This is an optimization exercise on Yosys and OpenROAD, whose aim is small area, not a production implementation. The RTL was checked by simulation tests, not by an equivalence proof against the original design. The flow treats the clock pin as an ideal source. Dropping or thinning the clock tree relies on that and would not hold on a real chip. Power is estimated from default activity; no workload was simulated.

==> flow/design.v <==
module rand_gen(clk, load, r);
input clk;
input load;
output reg [6:0] r;
always @(posedge clk)
begin
	if (load)
		r <= 7'b0101101;
	else
		r <= {r[4] ^ r[0], r[6:1]};
end
endmodule
module seven_segment (
input [3:0]i,
output reg [6:0]o
);
always @(*)
begin
	case (i)
	4'd0: o = 7'h40;
	4'd1: o = 7'h79;
	4'd2: o = 7'h24;
	4'd3: o = 7'h30;
	4'd4: o = 7'h19;
	4'd5: o = 7'h12;
	4'd6: o = 7'h02;
	4'd7: o = 7'h78;
	4'd8: o = 7'h00;
	4'd9: o = 7'h10;
	default: o = 7'bx;
	endcase
end
endmodule
module seven_segment_negative(i,ou);
input i;
output [6:0]ou;
assign ou = i ? 7'b0111111 : 7'b1000000;
endmodule
module three_decimal_vals_w_neg (
input clk,
input rst,
input en,         
input hit,        
output [6:0]seg7_neg_sign,
output [6:0]seg7_ones,
output [6:0]seg7_tens,
output [6:0]seg7_huns
);
reg neg;
reg [3:0] t;
reg [2:0] o;
wire z   = (t == 4'd0) && (o == 3'd0);
wire q1  = (t == 4'd0) && (o == 3'd1);
wire q63 = (t == 4'd12) && (o == 3'd3);
wire q64 = (t == 4'd12) && (o == 3'd4);
wire up  = z | ((hit ^ neg) & ~(neg & q64));
always @(posedge clk or negedge rst)
begin
	if (!rst)
	begin
		neg <= 1'b0;
		t <= 4'd0;
		o <= 3'd0;
	end
	else if (en)
	begin
		neg <= neg ? ~((q1 & hit) | (q64 & ~hit)) : ((z & ~hit) | (q63 & hit));
		if (up)
		begin
			if (o == 3'd4)
			begin
				o <= 3'd0;
				t <= t + 1'b1;
			end
			else
				o <= o + 1'b1;
		end
		else
		begin
			if (o == 3'd0)
			begin
				o <= 3'd4;
				t <= t - 1'b1;
			end
			else
				o <= o - 1'b1;
		end
	end
end
wire quirk = neg & (((t == 4'd6) && (o == 3'd2)) | q64);
wire [2:0] od = quirk ? 3'd0 : o;
wire [3:0] td = quirk ? 4'd0 : ((t >= 4'd10) ? t - 4'd10 : t);
wire h = ~quirk & (t >= 4'd10);
seven_segment lsb({od, 1'b0}, seg7_ones);
seven_segment msb(td, seg7_tens);
seven_segment mmb({3'd0, h}, seg7_huns);
seven_segment_negative sg(neg, seg7_neg_sign);
endmodule
module time_to_hit(clk, rst, en, done);
input clk;
input rst;
input en;
output done;
reg [8:0] counter;
wire [9:0] inc = counter + en;
assign done = &counter;
always @(posedge clk or negedge rst)
begin
	if (rst == 1'b0)
		counter <= 9'd9;
	else
		counter <= inc[8:0] | {5'd0, inc[9], 1'b0, inc[9], 1'b0};
end
endmodule
module delay(clk, load, first, done);
input clk;
input load;
input first;
output done;
reg [8:0] x;
assign done = (x[8:7] == 2'b10) && (x[5:0] == 6'b100100);
always @(posedge clk)
begin
	if (load)
		x <= {4'b0010, ~first, 4'b1011};
	else
		x <= {x[7:0], x[8] ^ x[4]};
end
endmodule
module guitar(
input clk,
input rst,
input start,
input [3:0]buttons,
output [6:0]seg7_neg_sign,
output [6:0]seg7_dig0,
output [6:0]seg7_dig1,
output [6:0]seg7_dig2,
output [6:0]num_to_hit,
output led
);
localparam START  = 3'd0,
           CHECK1 = 3'd1,    
           CHECK  = 3'd3,
           NOTE1  = 3'd2,
           NOTE   = 3'd6,
           NOTEX  = 3'd7,
           DELAY  = 3'd5,
           DONE   = 3'd4;
reg  [2:0] S;
reg  [2:0] NS;
reg  [6:0] notes;        
reg  [1:0] random;       
reg  [1:0] hit_num;      
reg        bp;           
reg        bc;           
wire [6:0] y;            
wire       win_done;     
wire       del_end;      
wire is_check = (S == CHECK1) || (S == CHECK);
wire note01   = (S == NOTE1) || (S == NOTE);
wire win_en   = (S == NOTE) || (S == NOTEX) || (S == DELAY) || (S == CHECK);
wire last     = &notes;
assign led = (S == DONE) & notes[0];
rand_gen myrand(clk, (S == START) || (S == CHECK1), y);
time_to_hit my(clk, rst, win_en, win_done);
delay mydelay(clk, S == NOTEX, notes == 7'd0, del_end);
seven_segment numout({2'b00, hit_num}, num_to_hit);
three_decimal_vals_w_neg mynum(clk, rst, bp, bc, seg7_neg_sign, seg7_dig0, seg7_dig1, seg7_dig2);
always @(*)
begin
	case (S)
	START:  NS = start ? CHECK1 : START;
	CHECK1: NS = NOTE1;
	CHECK:  NS = last ? DONE : NOTE1;
	NOTE1,
	NOTE:   NS = (bp | win_done) ? NOTEX : NOTE;
	NOTEX:  NS = DELAY;
	DELAY:  NS = del_end ? CHECK : DELAY;
	default: NS = DONE;
	endcase
end
always @(posedge clk)
begin
	if (is_check)
		random <= ~{y[0], y[1]};
	bc <= ~buttons[hit_num];
end
always @(posedge clk or negedge rst)
begin
	if (rst == 1'b0)
	begin
		S <= START;
		notes <= 7'd0;
		hit_num <= 2'd0;
		bp <= 1'b0;
	end
	else
	begin
		S <= NS;
		if (S == CHECK)
			notes <= notes + 1'b1;
		else if (S == DONE)
			notes[0] <= 1'b1;
		if (is_check)
			hit_num <= random & {2{S == CHECK}};
		bp <= note01 & ~&buttons;
	end
end
endmodule
==> flow/config.mk <==
export PLATFORM = sky130hd
export DESIGN_NAME = guitar
export DESIGN_NICKNAME = guitar
export VERILOG_FILES = /design/flow/design.v
export SDC_FILE = /design/flow/constraint.sdc
export NUM_CORES = 4
export LEC_CHECK = 0
export CAP_MARGIN = 20
export CORE_MARGIN = 2
export CORE_UTILIZATION = 40
export SLEW_MARGIN = 20
==> flow/constraint.sdc <==
create_clock -name core_clock -period 10.0 [get_ports {clk}]
set_input_delay 2.0000 -clock core_clock [delete_from_list [all_inputs] [get_ports {clk}]]
set_output_delay 2.0000 -clock core_clock [all_outputs]
set_load 0.01 [all_outputs]
standard.sh (not shown) runs the stock make flow with config.mk's settings and CLKGATE_MAP_FILE= SYNTH_SCRIPT=/design/flow/synth_recipe.tcl, a recipe that flattens the netlist after the stock synthesis.
==> flow/flow/run.sh <==
#!/bin/bash
# Own layout flow: the standard synthesis, then its combinational logic re-mapped
# for area (registers and their names untouched), then the standard layout steps
# with the port buffers made of the smallest buffer cell and a one-buffer clock net.
set -euo pipefail
W=$(pwd)
R=$W/orfs/results/$FLOW_PLATFORM/guitar/base
LIB=$FLOW_HOME/platforms/$FLOW_PLATFORM/lib/sky130_fd_sc_hd__tt_025C_1v80.lib
YOSYS=$(command -v yosys || echo "$FLOW_HOME/../tools/install/yosys/bin/yosys")

bash standard.sh synth > "$W/flow_synth.log" 2>&1
cp "$R/1_2_yosys.v" "$W/standard_synth.v"

REOPT_LIB=$LIB REOPT_IN=$W/standard_synth.v REOPT_OUT=$W/reopt.v REOPT_ABC=$W/flow/area.abc \
  "$YOSYS" -c "$W/flow/reopt.tcl" > "$W/flow_reopt.log" 2>&1

cp "$W/reopt.v" "$R/1_2_yosys.v"
rm -f "$R/1_synth.odb" "$R/1_synth.sdc"
touch "$R/1_2_yosys.v"

export BUFFER_PORTS_ARGS="-buffer_cell sky130_fd_sc_hd__buf_1"
bash standard.sh place > "$W/flow_place.log" 2>&1

# clock distribution: one buffer (see clock.tcl) instead of the clock tree step
PLATFORM_DIR=$FLOW_HOME/platforms/$FLOW_PLATFORM CLK_BUF_CELL=sky130_fd_sc_hd__clkbuf_8 CLK_BUF_COUNT=3 \
  FLOW_CLOCK_PORT=clk CLK_IN_ODB=$R/3_place.odb CLK_IN_SDC=$R/3_place.sdc \
  CLK_OUT_ODB=$R/4_1_cts.odb CLK_OUT_SDC=$W/clock.sdc \
  openroad -no_init -exit "$W/flow/clock.tcl" > "$W/flow_clock.log" 2>&1
cp "$R/4_1_cts.odb" "$R/4_cts.odb"
cp "$W/clock.sdc" "$R/4_cts.sdc"

bash standard.sh finish > "$W/flow_layout.log" 2>&1
Other scripts of this flow, unchanged in this note and not shown: flow/flow/area.abc, flow/flow/clock.tcl, flow/flow/reopt.tcl
Then changed:
--- a/flow/design.v
+++ b/flow/design.v
@@ -97,7 +97,7 @@
 seven_segment_negative sg(neg, seg7_neg_sign);
 endmodule
-module time_to_hit(clk, rst, en, done);
+module time_to_hit(clk, init, en, done);
 input clk;
-input rst;
+input init;       
 input en;
 output done;
@@ -105,7 +105,7 @@
 wire [9:0] inc = counter + en;
 assign done = &counter;
-always @(posedge clk or negedge rst)
-begin
-	if (rst == 1'b0)
+always @(posedge clk)
+begin
+	if (init)
 		counter <= 9'd9;
 	else
@@ -164,5 +164,5 @@
 assign led = (S == DONE) & notes[0];
 rand_gen myrand(clk, (S == START) || (S == CHECK1), y);
-time_to_hit my(clk, rst, win_en, win_done);
+time_to_hit my(clk, S == START, win_en, win_done);
 delay mydelay(clk, S == NOTEX, notes == 7'd0, del_end);
 seven_segment numout({2'b00, hit_num}, num_to_hit);
@@ -183,4 +183,10 @@
 always @(posedge clk)
 begin
+	if (S == START)
+		notes <= 7'd0;
+	else if (S == CHECK)
+		notes <= notes + 1'b1;
+	else if (S == DONE)
+		notes[0] <= 1'b1;
 	if (is_check)
 		random <= ~{y[0], y[1]};
@@ -192,5 +198,4 @@
 	begin
 		S <= START;
-		notes <= 7'd0;
 		hit_num <= 2'd0;
 		bp <= 1'b0;
@@ -199,8 +204,4 @@
 	begin
 		S <= NS;
-		if (S == CHECK)
-			notes <= notes + 1'b1;
-		else if (S == DONE)
-			notes[0] <= 1'b1;
 		if (is_check)
 			hit_num <= random & {2{S == CHECK}};
- The new run finished clean
- clock power is higher by about 2%
- register-to-register slack got worse by 100 ps
- final area fell by 2.5%
- via count grows by 3.8%
- maximum frequency fell by 6.2%
- utilization came out higher by 1.1 points
- power fell by 8.5%
- wire length is about the same
- clock skew is about the same
- first-iteration DRC count increases by 6.5%
- sequential power drops by about 5%
- global-route usage grows by 0.11 points
- synthesized area is lower by 2.5%
- cell count goes up by 2.2%
No run of this note takes its clock network from TritonCTS; it comes from the design's own scripts or RTL.

* * *

guitar, a different RTL version from the one above (not shown whole).
For scale: about 43 I/O pins, ~2200 sq um of cells after synthesis.
==> module guitar, before the edit <==
module guitar(
input clk,
input rst,
input start,
input [3:0]buttons,
output [6:0]seg7_neg_sign,
output [6:0]seg7_dig0,
output [6:0]seg7_dig1,
output [6:0]seg7_dig2,
output [6:0]num_to_hit,
output led
);
localparam START  = 3'd0,
           CHECK1 = 3'd1,    
           CHECK  = 3'd3,
           NOTE1  = 3'd2,
           NOTE   = 3'd6,
           NOTEX  = 3'd7,
           DELAY  = 3'd5,
           DONE   = 3'd4;
reg  [2:0] S;
reg  [2:0] NS;
reg  [6:0] notes;        
reg  [1:0] random;       
reg  [1:0] hit_num;      
reg        bp;           
reg        bc;           
wire [6:0] y;            
wire       win_done;     
wire       del_end;      
wire is_check = (S == CHECK1) || (S == CHECK);
wire note01   = (S == NOTE1) || (S == NOTE);
wire win_en   = (S == NOTE) || (S == NOTEX) || (S == DELAY) || (S == CHECK);
wire last     = &notes;
assign led = (S == DONE) & notes[0];
rand_gen myrand(clk, (S == START) || (S == CHECK1), y);
time_to_hit my(clk, S == START, win_en, win_done);
delay mydelay(clk, S == NOTEX, notes == 7'd0, del_end);
seven_segment numout({2'b00, hit_num}, num_to_hit);
three_decimal_vals_w_neg mynum(clk, rst, bp, bc, seg7_neg_sign, seg7_dig0, seg7_dig1, seg7_dig2);
always @(*)
begin
	case (S)
	START:  NS = start ? CHECK1 : START;
	CHECK1: NS = NOTE1;
	CHECK:  NS = last ? DONE : NOTE1;
	NOTE1,
	NOTE:   NS = (bp | win_done) ? NOTEX : NOTE;
	NOTEX:  NS = DELAY;
	DELAY:  NS = del_end ? CHECK : DELAY;
	default: NS = DONE;
	endcase
end
always @(posedge clk)
begin
	if (S == START)
		notes <= 7'd0;
	else if (S == CHECK)
		notes <= notes + 1'b1;
	else if (S == DONE)
		notes[0] <= 1'b1;
	if (is_check)
		random <= ~{y[0], y[1]};
	bc <= ~buttons[hit_num];
end
always @(posedge clk or negedge rst)
begin
	if (rst == 1'b0)
	begin
		S <= START;
		hit_num <= 2'd0;
		bp <= 1'b0;
	end
	else
	begin
		S <= NS;
		if (S == CHECK)
			hit_num <= random;
		bp <= note01 & ~&buttons;
	end
end
endmodule
clock: 10.0 ns
lec_check: 0
cap_margin: 20
core_margin: 2
core_utilization: 40
slew_margin: 20
==> flow/flow/run.sh <==
#!/bin/bash
# Own layout flow: the standard synthesis, then its combinational logic re-mapped
# for area (registers and their names untouched), then the standard layout steps
# with the port buffers made of the smallest buffer cell and a one-buffer clock net.
set -euo pipefail
W=$(pwd)
R=$W/orfs/results/$FLOW_PLATFORM/guitar/base
LIB=$FLOW_HOME/platforms/$FLOW_PLATFORM/lib/sky130_fd_sc_hd__tt_025C_1v80.lib
YOSYS=$(command -v yosys || echo "$FLOW_HOME/../tools/install/yosys/bin/yosys")

bash standard.sh synth > "$W/flow_synth.log" 2>&1
cp "$R/1_2_yosys.v" "$W/standard_synth.v"

# several area re-maps (two scripts, four seeds each); the smallest is kept
mkdir -p "$W/reopt"
for script in area area2; do
  for seed in 1 2 3 4; do
    sed "s/SEED/$seed/" "$W/flow/$script.abc" > "$W/reopt/$script-$seed.abc"
    REOPT_LIB=$LIB REOPT_IN=$W/standard_synth.v REOPT_OUT=$W/reopt/$script-$seed.v \
      REOPT_ABC=$W/reopt/$script-$seed.abc timeout 600 \
      "$YOSYS" -c "$W/flow/reopt.tcl" > "$W/reopt/$script-$seed.log" 2>&1 &
  done
  wait
done
best=""
bestarea=""
for f in "$W"/reopt/*.v; do
  [[ -s "$f" && -s "$f.stat" ]] || continue
  a=$(awk '/Chip area for module .\\guitar/{print $NF}' "$f.stat" | tail -1)
  [[ -n "$a" ]] || continue
  if [[ -z "$bestarea" ]] || awk -v a="$a" -v b="$bestarea" 'BEGIN{exit !(a < b)}'; then
    best=$f
    bestarea=$a
  fi
done
echo "re-map kept: $best ($bestarea)" | tee "$W/flow_reopt.log"
cp "$best" "$W/reopt.v"

cp "$W/reopt.v" "$R/1_2_yosys.v"
rm -f "$R/1_synth.odb" "$R/1_synth.sdc"
touch "$R/1_2_yosys.v"

export BUFFER_PORTS_ARGS="-buffer_cell sky130_fd_sc_hd__buf_1"
# keep the shared tie cells of the synthesis
export SKIP_REPAIR_TIE_FANOUT=1
bash standard.sh place > "$W/flow_place.log" 2>&1

# clock distribution: one buffer (see clock.tcl) instead of the clock tree step
PLATFORM_DIR=$FLOW_HOME/platforms/$FLOW_PLATFORM CLK_BUF_CELL=sky130_fd_sc_hd__buf_6 CLK_BUF_COUNT=3 \
  FLOW_CLOCK_PORT=clk CLK_IN_ODB=$R/3_place.odb CLK_IN_SDC=$R/3_place.sdc \
  CLK_OUT_ODB=$R/4_1_cts.odb CLK_OUT_SDC=$W/clock.sdc \
  openroad -no_init -exit "$W/flow/clock.tcl" > "$W/flow_clock.log" 2>&1
cp "$R/4_1_cts.odb" "$R/4_cts.odb"
cp "$W/clock.sdc" "$R/4_cts.sdc"

bash standard.sh finish > "$W/flow_layout.log" 2>&1
Other scripts of this flow, unchanged in this note and not shown: flow/flow/area.abc, flow/flow/area2.abc, flow/flow/clock.tcl, flow/flow/reopt.tcl
Rerun with:
--- a/flow/design.v
+++ b/flow/design.v
@@ -165,7 +165,19 @@
 rand_gen myrand(clk, (S == START) || (S == CHECK1), y);
 time_to_hit my(clk, S == START, win_en, win_done);
 delay mydelay(clk, S == NOTEX, notes == 7'd0, del_end);
-seven_segment numout({2'b00, hit_num}, num_to_hit);
+assign num_to_hit = {hit_num[1], ~hit_num[1] | hit_num[0], hit_num[0],
+                     hit_num[1] & hit_num[0], ~hit_num[1] & ~hit_num[0], 1'b0,
+                     hit_num[1] & hit_num[0]};
+reg  [3:0] lane;         
+always @(*)
+begin
+	case (hit_num)
+	2'b10:   lane = 4'b0001;
+	2'b11:   lane = 4'b0010;
+	2'b00:   lane = 4'b0100;
+	default: lane = 4'b1000;
+	endcase
+end
 three_decimal_vals_w_neg mynum(clk, rst, bp, bc, seg7_neg_sign, seg7_dig0, seg7_dig1, seg7_dig2);
 always @(*)
 begin
@@ -189,15 +201,15 @@
 	else if (S == DONE)
 		notes[0] <= 1'b1;
 	if (is_check)
-		random <= ~{y[0], y[1]};
-	bc <= ~buttons[hit_num];
+		random <= {y[0], ~y[1]};    
+	bc <= ~|(buttons & lane);
 end
 always @(posedge clk or negedge rst)
 begin
 	if (rst == 1'b0)
 	begin
 		S <= START;
-		hit_num <= 2'd0;
+		hit_num <= 2'b10;
 		bp <= 1'b0;
 	end
 	else
Result:
- total power increases by 9.1%
- design area decreases by 0.87%
- final cell count decreases by 3.0%
- clock power decreases by about 2%
- die area decreases by 1.2%
- synthesized area decreases by 1.3%
- routed wire length decreases by 0.47%
- clock skew decreases by 7.7 ps
- combinational power increases by 20%
- core utilization decreases by 0.11 points
- via count decreases by 1.5%
- maximum frequency increases by 3.5%
- sequential share of layout area increases by 0.47 points
No run of this note takes its clock network from TritonCTS; it comes from the design's own scripts or RTL.

[re-timing with driven ports]
The flow's constraints put no driver on any port. The routed layouts listed below were extracted and timed again, unchanged, in two steps. Step 1 (the two cells are an assumption about what drives the block):
set clk [get_ports {clk}]
set_driving_cell -lib_cell sky130_fd_sc_hd__clkbuf_16 $clk
set_driving_cell -lib_cell sky130_fd_sc_hd__buf_2 [delete_from_list [all_inputs] $clk]
Step 2 moves the port delays by t, midway between the first and last clock arrival at a register: inputs arrive t later, outputs are due t later. That takes back most of the time a late clock gives input paths. Three values: ideal ports, drivers, drivers and shift; two values: the first two.
run	t, ns	setup WS [ns]	worst data-port slew with drivers (ns)	pins driven straight from the clock port
the first run of note 1	0.200	6.000 / 5.953 / 6.153	0.03	3
the second run of note 1	0.201	5.734 / 5.688 / 5.889	0.03	3
the first run of note 2	0.179	5.998 / 5.949 / 6.128	0.05	3
the second run of note 2	0.175	6.133 / 6.086 / 6.261	0.03	3
After both steps every run listed still meets setup and hold.
